What follows belongs to an exercise in optimizing a design on an open flow for small area, a short achievable clock period and few clock cycles; a production flow would make more cautious choices.
In this exercise RTL edits were held to simulation tests only and were not proved equivalent to the original.

## kalman_fsm_3d
module kalman_fsm_3d #(
    parameter DATA_WIDTH = 32,
    parameter K_SCALED = 137
)(
    input  wire clk,
    input  wire rst,
    input  wire start,
    input  wire signed [DATA_WIDTH-1:0] z_in_x,
    input  wire signed [DATA_WIDTH-1:0] z_in_y,
    input  wire signed [DATA_WIDTH-1:0] z_in_z,
    output reg signed [DATA_WIDTH-1:0] x_out_x,
    output reg signed [DATA_WIDTH-1:0] x_out_y,
    output reg signed [DATA_WIDTH-1:0] x_out_z,
    output reg done
);
    reg [31:0] x_state_x, x_state_y, x_state_z;
    reg [31:0] xp_x, xp_y, xp_z;
    reg ready;
    wire [31:0] xpn_x, xpn_y, xpn_z;
    wire [31:0] xn_x, xn_y, xn_z;
    kalman_axis ax (.x(x_state_x), .z(z_in_x), .xp(xp_x), 
                    .xp_next(xpn_x), .x_new(xn_x));
    kalman_axis ay (.x(x_state_y), .z(z_in_y), .xp(xp_y), 
                    .xp_next(xpn_y), .x_new(xn_y));
    kalman_axis az (.x(x_state_z), .z(z_in_z), .xp(xp_z), 
                    .xp_next(xpn_z), .x_new(xn_z));
    wire go = start & ~done & ready;
    always @(posedge clk or posedge rst) begin
        if (rst) begin
            x_state_x <= 0;
            x_state_y <= 0;
            x_state_z <= 0;
            done <= 1'b0;
            ready <= 1'b0;
        end else begin
            ready <= 1'b1;
            if (go) begin
                x_state_x <= xn_x;
                x_state_y <= xn_y;
                x_state_z <= xn_z;
                done <= 1'b1;
            end else if (!start) begin
                done <= 1'b0;
            end
        end
    end
    always @(posedge clk) begin
  ...
clock: 10.0 ns
lec_check: 0
cap_margin: 20
core_margin: 2
core_utilization: 40
place_density: 0.6
setup_slack_margin: 2.0
slew_margin: 20
standard.sh (not shown) runs the stock make flow with config.mk's settings and CLKGATE_MAP_FILE= SYNTH_SCRIPT=/design/flow/synth_recipe.tcl, a recipe that flattens the netlist after the stock synthesis.
==> flow/flow/run.sh <==
#!/bin/bash
# The standard layout (the standard.sh: ORFS synthesis to finish, all
# settings from config.mk), except that the port buffers that global
# placement inserts on every input and output are the smallest buffer
# (buf_1) instead of the cell buffer_ports picks by default
# (clkdlybuf4s50_1, a delay cell).  Every port is still buffered.
# ORFS writes each tool's log under orfs/logs/; make's own output goes to
# standard.log here.
set -euo pipefail
export BUFFER_PORTS_ARGS="-buffer_cell sky130_fd_sc_hd__buf_1"
bash standard.sh > standard.log 2>&1
Testbench counts at the start, summed over its fixed seeds: cycles 4,088.
==> next run, changes <==
SETUP_SLACK_MARGIN = not set   (was 2.0)
Flip-flop and latch count does not change.
Area after synthesis is unchanged.
Design area drops by 5.2%.
Utilization drops by 2.4 points.
Worst setup slack gets worse by 930 ps.
Non-clock buffer count drops by 64.

---

== v49 ==
kalman_fsm_3d, a different RTL version from the one above (not shown whole).
Size: ~3300 cells after synthesis, ~190 flip-flops, roughly 30000 µm² of cells after synthesis.
clock: 10.0 ns
lec_check: 0
cap_margin: 20
core_margin: 2
core_utilization: 40
place_density: 0.75
setup_slack_margin: 2
slew_margin: 20
Scripts as last shown in full above: flow/flow/run.sh
v49 completed end to end with timing, DRC and antenna clean.
Testbench counts of v49, summed over its fixed seeds: cycles 4,088.
The following lists how v7 was set up differently from v49:
- swapping 0.75 for 0.6 in PLACE_DENSITY
- swapping 2 for 4 in SETUP_SLACK_MARGIN
==> comparison <==
- Compared with v49, v7 shows a post-route cell area that is 2600 µm² higher.
- v7 reports its top routing layer in use as met5 while v49 reports met4.
- The higher setup slack after placement came out of v7.
- In v7 the actual transition at the worst max-transition pin turned out 0.0071 ns lower than in v49.
[inputs] v24 vs v7
- changing SETUP_SLACK_MARGIN from 4 to 2.25
## What came out
v24 finished every stage and its layout cleared the timing, DRC and antenna checks. Final net count, v24 and v7: larger value in v7. Delta (v24 minus v7): growth of design area from synthesis to finish -7.2 points, final setup slack of the worst path now larger, wire length reported by the detailed router decreased 2.6 mm, design area fell about 6%, total of fill cells in the finished design grew by 293.

---

== build 74 ==
kalman_fsm_3d again, from the RTL that the note above started with.
==> flow/config.mk <==
export PLATFORM = sky130hd
export DESIGN_NAME = kalman_fsm_3d
export DESIGN_NICKNAME = kalman_fsm_3d
export VERILOG_FILES = /design/flow/design.v
export SDC_FILE = /design/flow/constraint.sdc
export NUM_CORES = 4
export LEC_CHECK = 0
export CAP_MARGIN = 20
export CORE_MARGIN = 2
export CORE_UTILIZATION = 40
export CTS_BUF_LIST = sky130_fd_sc_hd__clkbuf_4 sky130_fd_sc_hd__clkbuf_8
export PLACE_DENSITY = 0.6
export SETUP_SLACK_MARGIN = 2
export SLEW_MARGIN = 20
==> flow/constraint.sdc <==
create_clock -name core_clock -period 10.0 [get_ports {clk}]
set_input_delay 2.0000 -clock core_clock [delete_from_list [all_inputs] [get_ports {clk}]]
set_output_delay 2.0000 -clock core_clock [all_outputs]
set_load 0.01 [all_outputs]
Scripts as last shown in full above: flow/flow/run.sh
Build 74 completed; timing, DRC and antenna clean
Testbench counts of build 74, summed over its fixed seeds: cycles 4,088.
Input changes introduced in trial 36 (baseline for comparison: build 74):
- CTS_BUF_LIST removed (was sky130_fd_sc_hd__clkbuf_4 sky130_fd_sc_hd__clkbuf_8)
- SETUP_SLACK_MARGIN changed from 2 to 3
Results
- Trial 36 ended with every stage complete and zero timing, DRC or antenna violations.
- Compared with build 74, trial 36 shows a higher area taken by multi-input logic gates.
- Trial 36 gives more routed length on met2 than build 74 did.
- The maximum cell stage delay along the critical path of trial 36 exceeds that of build 74 by 0.03 ns.
- Trial 36 vs build 74, initial antenna violation count went down by 1.
- Re DRC violation total after the first TritonRoute iteration: build 74 was lower than trial 36.
- Comparing build 74 against trial 36, there is no change at all in sequential share of the synthesized area.
- The time the final worst path needs with I/O delays and setup in trial 36 sits 0.13 ns below the value recorded for build 74.
- Clock-buffer cell count, trial 36 vs build 74: up by a few percent
- Setup WNS build 74 -> trial 36: better

---

Setup of exp/indigo:
kalman_fsm_3d again, from the RTL that the note above started with.
Settings: LEC_CHECK=0, CAP_MARGIN=0, CORE_MARGIN=2, CORE_UTILIZATION=40, PLACE_DENSITY=0.6, SETUP_SLACK_MARGIN=2, SLEW_MARGIN=0; clock period 10.0 ns.
Scripts as last shown in full above: flow/flow/run.sh
Testbench counts of exp/indigo, summed over its fixed seeds: cycles 4,088.
[inputs] exp/quartz vs exp/indigo
-- flow/config.mk --
<<< exp/indigo, line 7
export LEC_CHECK = 0
export CAP_MARGIN = 0
export CORE_MARGIN = 2
export CORE_UTILIZATION = 40
export PLACE_DENSITY = 0.6
export SETUP_SLACK_MARGIN = 2
export SLEW_MARGIN = 0
>>> exp/quartz, line 7
export LEC_CHECK = 0
export CAP_MARGIN = 20
export CORE_MARGIN = 2
export CORE_UTILIZATION = 60
export PLACE_DENSITY = 0.75
export SETUP_SLACK_MARGIN = 2
export SLEW_MARGIN = 20
==> run summary <==
Summary of exp/quartz over exp/indigo: end-of-flow core utilization increased by 22 points relative to the old numbers.
Against exp/indigo, exp/quartz reports a post-route cell area that is lower.
In the tables for exp/indigo and exp/quartz, data arrival time of the critical path reads higher with exp/quartz.
exp/indigo -> exp/quartz: later-pin clock latency in the skew report flat
Taking exp/indigo as the reference, in exp/quartz final standard cell count with taps included and fillers excluded has decreased, wire length shows a reduction of about 2%.
Remaining design rule violation count came out exactly the same in exp/indigo and exp/quartz.
Total vias in the final route on exp/quartz is behind exp/indigo.
Setup changes, exp/quartz to exp/cedar
-- flow/config.mk --
<<< exp/quartz, line 9
export CORE_MARGIN = 2
export CORE_UTILIZATION = 60
export PLACE_DENSITY = 0.75
export SETUP_SLACK_MARGIN = 2
export SLEW_MARGIN = 20
>>> exp/cedar, line 9
export CORE_MARGIN = 2
export CORE_UTILIZATION = 40
export GPL_TIMING_DRIVEN = 1
export PLACE_DENSITY = 0.6
export SETUP_SLACK_MARGIN = 2
export SLEW_MARGIN = 20
export TNS_END_PERCENT = 100
## What came out
exp/cedar finished every stage and its layout cleared the timing, DRC and antenna checks. Compared with exp/quartz, in exp/cedar met1 layer usage reported by global route decreased 10 points, number of placed cells counting well taps shows an increase of 297, initial core utilization shows a reduction of 20 points.
Setup changes, exp/cedar to exp/harbor
==> flow/run.sh (new file) <==
#!/bin/bash
# synth_recipe.tcl (not shown) runs the flow's synth.tcl, then flattens the netlist and writes it again
# the make line also repeats each setting of config.mk as NAME=value (left out here)
make -C /OpenROAD-flow-scripts/flow DESIGN_CONFIG=/design/flow/config.mk WORK_HOME=/design/flow/orfs CLKGATE_MAP_FILE= SYNTH_SCRIPT=/design/flow/synth_recipe.tcl finish
-- flow/config.mk --
<<< exp/cedar, line 10
export CORE_UTILIZATION = 40
export GPL_TIMING_DRIVEN = 1
export PLACE_DENSITY = 0.6
export SETUP_SLACK_MARGIN = 2
export SLEW_MARGIN = 20
export TNS_END_PERCENT = 100
>>> exp/harbor, line 10
export CORE_UTILIZATION = 40
export PLACE_DENSITY = 0.6
export SLEW_MARGIN = 20
removed: flow/flow/run.sh
removed: flow/standard.sh
==> comparison <==
- exp/harbor vs. exp/cedar: hold slack -7.5 ps; final net count -about 0.7%.
- A first element of the critical path of z_in_y[0] is what exp/harbor shows, while z_in_y[6] belongs to exp/cedar.
- Run comparison: exp/cedar slowest library cell on the worst path sky130_fd_sc_hd__fa_1; exp/harbor slowest library cell on the worst path sky130_fd_sc_hd__o41ai_1
- Placer congestion estimate of exp/harbor exceeds that of exp/cedar slightly.
- Changes observed in exp/harbor relative to exp/cedar: clock-buffer cell count shows a reduction of 1, fmax shows a reduction of about 12%, CTS buffer count shows no meaningful change.
Modified inputs, exp/garnet compared to exp/harbor
==> flow/flow/run.sh (new file) <==
#!/bin/bash
# The standard layout (the standard.sh: ORFS synthesis to finish, all
# settings from config.mk), except that the port buffers that global
# placement inserts on every input and output are the smallest buffer
# (buf_1) instead of the cell buffer_ports picks by default
# (clkdlybuf4s50_1, a delay cell).  Every port is still buffered.
# ORFS writes each tool's log under orfs/logs/; make's own output goes to
# standard.log here.
set -euo pipefail
export BUFFER_PORTS_ARGS="-buffer_cell sky130_fd_sc_hd__buf_1"
bash standard.sh > standard.log 2>&1
==> flow/standard.sh (new file) <==
#!/bin/bash
# synth_recipe.tcl (not shown) runs the flow's synth.tcl, then flattens the netlist and writes it again
# the make line also repeats each setting of config.mk as NAME=value (left out here)
make -C /OpenROAD-flow-scripts/flow DESIGN_CONFIG=/design/flow/config.mk WORK_HOME=/design/flow/orfs CLKGATE_MAP_FILE= SYNTH_SCRIPT=/design/flow/synth_recipe.tcl "${@:-finish}"
-- flow/config.mk --
<<< exp/harbor, line 11
export PLACE_DENSITY = 0.6
export SLEW_MARGIN = 20
>>> exp/garnet, line 11
export PLACE_DENSITY = 0.6
export SETUP_SLACK_MARGIN = 1.5
export SLEW_MARGIN = 20
removed: flow/run.sh
Findings:
In exp/garnet relative to exp/harbor, final weighted congestion in routability-driven placement had gone up slightly. exp/harbor -> exp/garnet: number of gates on the worst path with buffers counted increased by more than 10%. Cmp exp/garnet vs exp/harbor: final worst-path cycle share lower in exp/garnet. Diff exp/harbor -> exp/garnet: final core area utilization went down 1.5 points, fraction of area in multi-input gates higher, count of fill cells added during filler insertion climbed 106.
The following lists how exp/amber was set up differently from exp/garnet:
-- flow/config.mk --
<<< exp/garnet, line 10
export CORE_UTILIZATION = 40
export PLACE_DENSITY = 0.6
export SETUP_SLACK_MARGIN = 1.5
export SLEW_MARGIN = 20
>>> exp/amber, line 10
export CORE_UTILIZATION = 40
export PLACE_DENSITY = 0.5
export SETUP_SLACK_MARGIN = 2
export SLEW_MARGIN = 20
Findings:
In exp/amber, the routed wire length came out 5900 um above the value in exp/garnet.
Max cell depth of the worst setup path across exp/amber and exp/garnet: exp/garnet

---

Starting RTL as in the previous note.
==> flow/config.mk <==
export PLATFORM = sky130hd
export DESIGN_NAME = kalman_fsm_3d
export DESIGN_NICKNAME = kalman_fsm_3d
export VERILOG_FILES = /design/flow/design.v
export SDC_FILE = /design/flow/constraint.sdc
export NUM_CORES = 4
export LEC_CHECK = 0
export CAP_MARGIN = 20
export CORE_MARGIN = 2
export CORE_UTILIZATION = 40
export PLACE_DENSITY = 0.6
export SETUP_SLACK_MARGIN = 2
export SLEW_MARGIN = 20
==> flow/constraint.sdc <==
create_clock -name core_clock -period 10.0 [get_ports {clk}]
set_input_delay 2.0000 -clock core_clock [delete_from_list [all_inputs] [get_ports {clk}]]
set_output_delay 2.0000 -clock core_clock [all_outputs]
set_load 0.01 [all_outputs]
==> flow/flow/run.sh <==
#!/bin/bash
# The standard layout (the standard.sh: ORFS synthesis to finish, all
# settings from config.mk), except that the port buffers that global
# placement inserts on every input and output are the smallest buffer
# (buf_1) instead of the cell buffer_ports picks by default
# (clkdlybuf4s50_1, a delay cell).  Every port is still buffered.
# ORFS writes each tool's log under orfs/logs/; make's own output goes to
# standard.log here.
set -euo pipefail
export BUFFER_PORTS_ARGS="-buffer_cell sky130_fd_sc_hd__buf_1"
bash standard.sh > standard.log 2>&1
Testbench counts at the start, summed over its fixed seeds: cycles 4,088.
==> next run, changes <==
--- a/flow/config.mk
+++ b/flow/config.mk
@@ -11,3 +11,3 @@
 export PLACE_DENSITY = 0.6
-export SETUP_SLACK_MARGIN = 2
+export SETUP_SLACK_MARGIN = 1.75
 export SLEW_MARGIN = 20
Outcome:
- setup slack degrades by 110 ps
- global-route usage falls by 0.15 points
- critical path depth does not change
- routed wire length drops slightly
- die area is unchanged
- count of clock-buffer cells in the layout came out lower by 2
- cell area goes down slightly

separate check: timing with driven ports:
In the flow no input, the clock included, has a driving cell. The finished layouts below were timed again as built, in two steps.
Step 1 (the two cells are an assumption about what drives the block):
set clk [get_ports {clk}]
set_driving_cell -lib_cell sky130_fd_sc_hd__clkbuf_16 $clk
set_driving_cell -lib_cell sky130_fd_sc_hd__buf_2 [delete_from_list [all_inputs] $clk]
Step 2 also shifts input and output timing later by t, the mid clock arrival at the registers, as if the neighbouring blocks saw the same clock.
Three values: no drivers, after step 1, after step 2; two values: the first two.
run	t (ns)	setup slack, ns	hold slack, ns	worst setup path at the end	clock arrival spread, ns
the first run of note 1	0.555	1.899 / 1.927 / 1.372	0.489 / 0.489 / 0.489	input to register	0.019 / 0.020
the second run of note 1	0.540	0.971 / 0.999 / 0.459	0.501 / 0.501 / 0.501	input to register	0.018 / 0.018
v49	0.543	1.948 / 1.981 / 1.438	0.495 / 0.495 / 0.495	input to register	0.013 / 0.014
v7	0.552	2.111 / 2.148 / 1.596	0.485 / 0.485 / 0.485	input to register	0.018 / 0.017
v24	0.554	2.229 / 2.270 / 1.715	0.484 / 0.484 / 0.484	input to register	0.021 / 0.021
build 74	0.617	1.947 / 1.983 / 1.366	0.500 / 0.500 / 0.500	input to register	0.027 / 0.027
trial 36	0.546	2.073 / 2.109 / 1.564	0.483 / 0.483 / 0.483	input to register	0.020 / 0.021
exp/indigo	0.534	2.079 / 2.115 / 1.582	0.491 / 0.491 / 0.491	input to register	0.019 / 0.019
exp/quartz	0.514	2.034 / 2.058 / 1.544	0.484 / 0.484 / 0.484	input to register	0.017 / 0.018
exp/cedar	0.534	2.079 / 2.115 / 1.582	0.491 / 0.491 / 0.491	input to register	0.019 / 0.019
exp/harbor	0.544	1.010 / 1.046 / 0.502	0.484 / 0.484 / 0.484	input to register	0.019 / 0.019
exp/garnet	0.550	1.781 / 1.820 / 1.269	0.481 / 0.481 / 0.481	input to register	0.015 / 0.015
exp/amber	0.543	2.077 / 2.117 / 1.574	0.496 / 0.496 / 0.496	input to register	0.020 / 0.020
the first run of note 5	0.534	2.079 / 2.115 / 1.582	0.491 / 0.491 / 0.491	input to register	0.019 / 0.019
the second run of note 5	0.547	1.972 / 2.006 / 1.459	0.481 / 0.481 / 0.481	input to register	0.015 / 0.016
After both steps setup and hold are still met in every run listed. For build 74, which loses most, drivers alone change the setup slack by +0.036 ns; drivers and shift together by -0.581 ns.
